Source: an optimization exercise on an open RTL-to-GDS flow (aim: small area and a short achievable clock period). Production flows keep margins and buffers that such runs may drop.
No activity file was given, so power comes from the tool's default toggle rates.

Setup of v29:
==> module fir_mul3, before the edit <==
module fir_mul3(d, v);
  input [7:0] d;
  output [9:0] v;
 wire [9:0] g0 = {2'd0, d} & {1'd0, d, 1'b0};
 wire [9:0] p0 = {2'd0, d} ^ {1'd0, d, 1'b0};
 wire G1 = g0[1] | (p0[1] & g0[0]);
 wire P1 = p0[1] & p0[0];
 wire G2 = g0[3] | (p0[3] & g0[2]);
 wire P2 = p0[3] & p0[2];
 wire G3 = g0[5] | (p0[5] & g0[4]);
 wire P3 = p0[5] & p0[4];
 wire G4 = g0[7] | (p0[7] & g0[6]);
 wire P4 = p0[7] & p0[6];
 wire G5 = g0[9] | (p0[9] & g0[8]);
 wire P5 = p0[9] & p0[8];
 wire G6 = G2 | (P2 & G1);
 wire P6 = P2 & P1;
 wire G7 = G4 | (P4 & G3);
 wire P7 = P4 & P3;
 wire G8 = G7 | (P7 & G6);
 wire P8 = P7 & P6;
 wire G9 = g0[2] | (p0[2] & G1);
 wire P9 = p0[2] & P1;
 wire G10 = g0[4] | (p0[4] & G6);
 wire P10 = p0[4] & P6;
 wire G11 = G3 | (P3 & G6);
 wire P11 = P3 & P6;
 wire G12 = g0[6] | (p0[6] & G11);
 wire P12 = p0[6] & P11;
 wire G13 = g0[8] | (p0[8] & G8);
 wire P13 = p0[8] & P8;
 wire G14 = G5 | (P5 & G8);
 wire P14 = P5 & P8;
  assign v = {(p0[9] ^ G13), (p0[8] ^ G8), (p0[7] ^ G12), (p0[6] ^ G11), (p0[5] ^ G10), (p0[4] ^ G6), (p0[3] ^ G9), (p0[2] ^ G1), (p0[1] ^ g0[0]), p0[0]};
endmodule
export LEC_CHECK = 0
export CAP_MARGIN = 20
export CORE_MARGIN = 2
export CORE_UTILIZATION = 40
export CTS_BUF_LIST = sky130_fd_sc_hd__clkbuf_8 sky130_fd_sc_hd__clkbuf_16
export CTS_CLUSTER_DIAMETER = 80
export CTS_CLUSTER_SIZE = 32
export SLEW_MARGIN = 20
export SYNTH_HIERARCHICAL = 1
create_clock -name core_clock -period 11.0 [get_ports {clk}]
standard.sh (not shown) runs the stock make flow with config.mk's settings and CLKGATE_MAP_FILE= SYNTH_SCRIPT=/design/flow/synth_recipe.tcl, a recipe that flattens the netlist after the stock synthesis.
==> flow/flow/run.sh <==
#!/bin/bash
set -euo pipefail
export BUFFER_PORTS_ARGS="-buffer_cell sky130_fd_sc_hd__buf_4"
export CTS_ARGS="-sink_clustering_enable -repair_clock_nets -sink_clustering_size 32 -sink_clustering_max_diameter 80 -buf_list {sky130_fd_sc_hd__clkbuf_8 sky130_fd_sc_hd__clkbuf_16} -dont_use_dummy_load"
bash standard.sh finish > layout.log 2>&1
For v34, these inputs were changed with respect to v29:
diff --git a/flow/design.v b/flow/design.v
--- a/flow/design.v
+++ b/flow/design.v
@@ -965,37 +965,7 @@
 module fir_mul3(d, v);
   input [7:0] d;
   output [9:0] v;
- wire [9:0] g0 = {2'd0, d} & {1'd0, d, 1'b0};
- wire [9:0] p0 = {2'd0, d} ^ {1'd0, d, 1'b0};
- wire G1 = g0[1] | (p0[1] & g0[0]);
- wire P1 = p0[1] & p0[0];
- wire G2 = g0[3] | (p0[3] & g0[2]);
- wire P2 = p0[3] & p0[2];
- wire G3 = g0[5] | (p0[5] & g0[4]);
- wire P3 = p0[5] & p0[4];
- wire G4 = g0[7] | (p0[7] & g0[6]);
- wire P4 = p0[7] & p0[6];
- wire G5 = g0[9] | (p0[9] & g0[8]);
- wire P5 = p0[9] & p0[8];
- wire G6 = G2 | (P2 & G1);
- wire P6 = P2 & P1;
- wire G7 = G4 | (P4 & G3);
- wire P7 = P4 & P3;
- wire G8 = G7 | (P7 & G6);
- wire P8 = P7 & P6;
- wire G9 = g0[2] | (p0[2] & G1);
- wire P9 = p0[2] & P1;
- wire G10 = g0[4] | (p0[4] & G6);
- wire P10 = p0[4] & P6;
- wire G11 = G3 | (P3 & G6);
- wire P11 = P3 & P6;
- wire G12 = g0[6] | (p0[6] & G11);
- wire P12 = p0[6] & P11;
- wire G13 = g0[8] | (p0[8] & G8);
- wire P13 = p0[8] & P8;
- wire G14 = G5 | (P5 & G8);
- wire P14 = P5 & P8;
-  assign v = {(p0[9] ^ G13), (p0[8] ^ G8), (p0[7] ^ G12), (p0[6] ^ G11), (p0[5] ^ G10), (p0[4] ^ G6), (p0[3] ^ G9), (p0[2] ^ G1), (p0[1] ^ g0[0]), p0[0]};
+  assign v = {2'd0, d} + {1'd0, d, 1'b0};
 endmodule
 module fir_addlo(r, d, y);
   input [8:0] r;
### Flow results
- Between v29 and v34, the met2 global-route usage is higher for v34.
- Looking at maximum frequency across v29 and v34, the one that comes out lower is v29.
- Summary of v34 over v29: portion of total power attributed to the clock network climbed 1.1 points; post-layout minimum cycle time now smaller; global-route usage went up 0.21 points; number of standard cells in the layout, taps in and fillers out picked up an extra 15.
- When v34 is measured against v29, its via count of the first global-routing pass turns out 164 higher.
- Looking only at total clock buffers created by CTS, and setting everything else aside, the higher value of v29 and v34 goes to v34.
Function was not checked in any run of this note: the RTL went through the layout flow alone.

port drivers added, routing unchanged:
No port has a modelled driver above. Below, the same layouts with a new extraction and two added sets of constraints.
Step 1 (the two cells are an assumption about what drives the block):
set clk [get_ports {clk}]
set_driving_cell -lib_cell sky130_fd_sc_hd__clkbuf_16 $clk
set_driving_cell -lib_cell sky130_fd_sc_hd__buf_2 [delete_from_list [all_inputs] $clk]
Step 2 times the ports against the registers' clock, not the clock port: input delays grow and output delays shrink by t, the midpoint of the rising clock arrivals with the driver on.
Slacks: ideal ports / drivers / drivers and shift; pairs: ideal ports / drivers.
| run | shift t [ns] | setup WS [ns] | slew at the worst register clock pin (ns) |
|---|---|---|---|
| v29 | 0.545 | 7.575 / 7.575 / 7.174 | 0.11 / 0.11 |
| v34 | 0.552 | 7.601 / 7.590 / 7.181 | 0.11 / 0.11 |
After both steps setup and hold are still met in every run listed. The setup slack of v34, which loses most, moves by -0.011 ns with the drivers and by -0.420 ns with both steps.
